From an optimization exercise on the open Yosys and OpenROAD flow, aimed at small area; shortcuts taken in it are not production practice.
The RTL was checked by simulation tests, not by an equivalence proof against the original design.
Power and IR drop assume default switching activity.

==> flow/design.v (excerpt) <==
module comp_cic
#(  parameter Win=16,
    parameter Wcoef = 18,
    parameter Wout = 18,
    parameter Num_coef=17)
(input  signed [Win-1:0] id_data_filter,
 input ic_val_data,
 input ic_rst,
 input  clk,
 output signed [Wout-1:0] od_data_filter,
 output oc_val_data);
Size in the first run: roughly 740 cells after synthesis, roughly 310 flip-flops, roughly 0.010 mm2 of cells after synthesis.
==> module comp_cic, before the edit <==
module comp_cic
#(  parameter Win=16,
    parameter Wcoef = 18,
    parameter Wout = 18,
    parameter Num_coef=17)
(input  signed [Win-1:0] id_data_filter,
 input ic_val_data,
 input ic_rst,
 input  clk,
 output signed [Wout-1:0] od_data_filter,
 output oc_val_data);
logic [1:0] ph;           
logic [1:0] qc;           
logic run, tail, pend, vld;
logic [4:0] cnt;          
logic [15:0] xin;         
logic [255:0] ring;       
logic [8:0] cr;           
logic [18:0] acc;
wire start = (ic_val_data | pend) & (ph == 2'd3);
wire l15   = run & (qc == 2'd3) & (ph == 2'd3);
wire first = run & (qc == 2'd0) & (ph == 2'd0);
wire inbit = xin[{qc, ph}];
logic [16:0] tap;
always_comb begin
    tap[0] = inbit & run;
    for (int w = 1; w <= 16; w++)
        tap[w] = ring[(w-1)*16 + qc*4] & run & (cnt >= w);
end
logic [8:0] t, crn;
always_comb begin
    for (int k = 0; k <= 8; k++) begin
        logic a, b, c;
        a = tap[k];
        b = (k < 8) ? tap[16-k] : 1'b0;
        c = cr[k];
        t[k] = a ^ b ^ c;
        if (l15) crn[k] = (a ~^ b) ? ~a : c;    
        else     crn[k] = (a & b) | (a & c) | (b & c);
    end
end
logic [18:0] rin, rn;
assign rin = first ? 19'd46524 : acc;
comp_cic_mac tree (.t(t), .rin(rin), .rn(rn));
always_ff @(posedge clk) begin
    cr  <= crn;
    acc <= rn;
    if (ic_val_data) xin <= id_data_filter;
    for (int w = 1; w <= 16; w++)
        for (int q = 0; q < 4; q++) begin
            ring[(w-1)*16 + q*4 +: 3] <= ring[(w-1)*16 + q*4 + 1 +: 3];
            if (run && qc == q)
                ring[(w-1)*16 + q*4 + 3] <= (w == 1) ? inbit : ring[(w-2)*16 + q*4];
            else
                ring[(w-1)*16 + q*4 + 3] <= ring[(w-1)*16 + q*4];
        end
end
always_ff @(posedge clk) begin
    if (ic_rst) begin
        ph <= 2'd0; qc <= 2'd0;
        run <= 1'b0; tail <= 1'b0; pend <= 1'b0; vld <= 1'b0;
        cnt <= 5'd0;
    end else begin
        ph   <= ph + 2'd1;
        tail <= l15;
        vld  <= tail;
        if (start) begin
            run <= 1'b1; pend <= 1'b0;
        end else if (ic_val_data)
            pend <= 1'b1;
        if (run && ph == 2'd3) begin
            qc <= qc + 2'd1;
            if (qc == 2'd3) begin
                run <= 1'b0;
                if (!cnt[4]) cnt <= cnt + 5'd1;
            end
        end
    end
end
assign od_data_filter = acc[17:0];
assign oc_val_data = vld;
endmodule
make LEC_CHECK=0 CAP_MARGIN=20 CORE_MARGIN=2 CORE_UTILIZATION=40 SLEW_MARGIN=20 SYNTH_MEMORY_MAX_BITS=4096 finish   # period 10.0 ns
run.sh (not shown) runs the stock make flow with config.mk's settings and CLKGATE_MAP_FILE= SYNTH_SCRIPT=/design/flow/synth_recipe.tcl, a recipe that flattens the netlist after the stock synthesis.
The starting point completed without violations.
Rerun with:
--- a/flow/design.v
+++ b/flow/design.v
@@ -337,9 +337,9 @@
 logic [16:0] tap;
 always_comb begin
     tap[0] = inbit & run;
     for (int w = 1; w <= 16; w++)
-        tap[w] = ring[(w-1)*16 + qc*4] & run & (cnt >= w);
+        tap[w] = ring[(w-1)*16] & run & (cnt >= w);
 end
 logic [8:0] t, crn;
 always_comb begin
     for (int k = 0; k <= 8; k++) begin
@@ -361,12 +361,14 @@
     if (ic_val_data) xin <= id_data_filter;
     for (int w = 1; w <= 16; w++)
         for (int q = 0; q < 4; q++) begin
             ring[(w-1)*16 + q*4 +: 3] <= ring[(w-1)*16 + q*4 + 1 +: 3];
-            if (run && qc == q)
-                ring[(w-1)*16 + q*4 + 3] <= (w == 1) ? inbit : ring[(w-2)*16 + q*4];
-            else
+            if (!run)
                 ring[(w-1)*16 + q*4 + 3] <= ring[(w-1)*16 + q*4];
+            else if (q < 3)
+                ring[(w-1)*16 + q*4 + 3] <= ring[(w-1)*16 + q*4 + 4];
+            else
+                ring[(w-1)*16 + q*4 + 3] <= (w == 1) ? inbit : ring[(w-2)*16];
         end
 end
 always_ff @(posedge clk) begin
     if (ic_rst) begin
Outcome:
- The new run completed without violations
- clock-buffer cell count drops by 2
- design area drops by 3.4%
- total power climbs by about 12%
- cell count drops by about 1.4%
- worst setup slack improved by 0.078 ns
- die area drops by 4.4%
- core utilization climbs by 1.1 points
- global-route usage drops by 1.2 points
- non-clock buffer count drops by 2

## separate check: timing with driven ports
In the flow no input, the clock included, has a driving cell. The finished layouts below were timed again as built, in two steps.
Step 1 assumes that a clkbuf_16 drives the clock port and a buf_2 every other input.
Step 2, shift: input delay + t, output delay - t, t = (earliest + latest rising clock arrival at the registers) / 2. This alone moves slack from input paths to output paths.
a / b / c = ideal / step 1 / step 2; a / b = the first two.
| run | t, ns | slack for setup (ns) | worst setup path at the end | worst register clock-pin slew, ns | worst data-port slew with drivers (ns) |
|---|---|---|---|---|---|
| the first run | 0.597 | 0.400 / 0.400 / 0.400 | register to register | 0.06 / 0.06 | 0.03 |
| the second run | 0.585 | 0.478 / 0.478 / 0.478 | register to register | 0.07 / 0.07 | 0.04 |
After both steps every run listed still meets setup and hold.
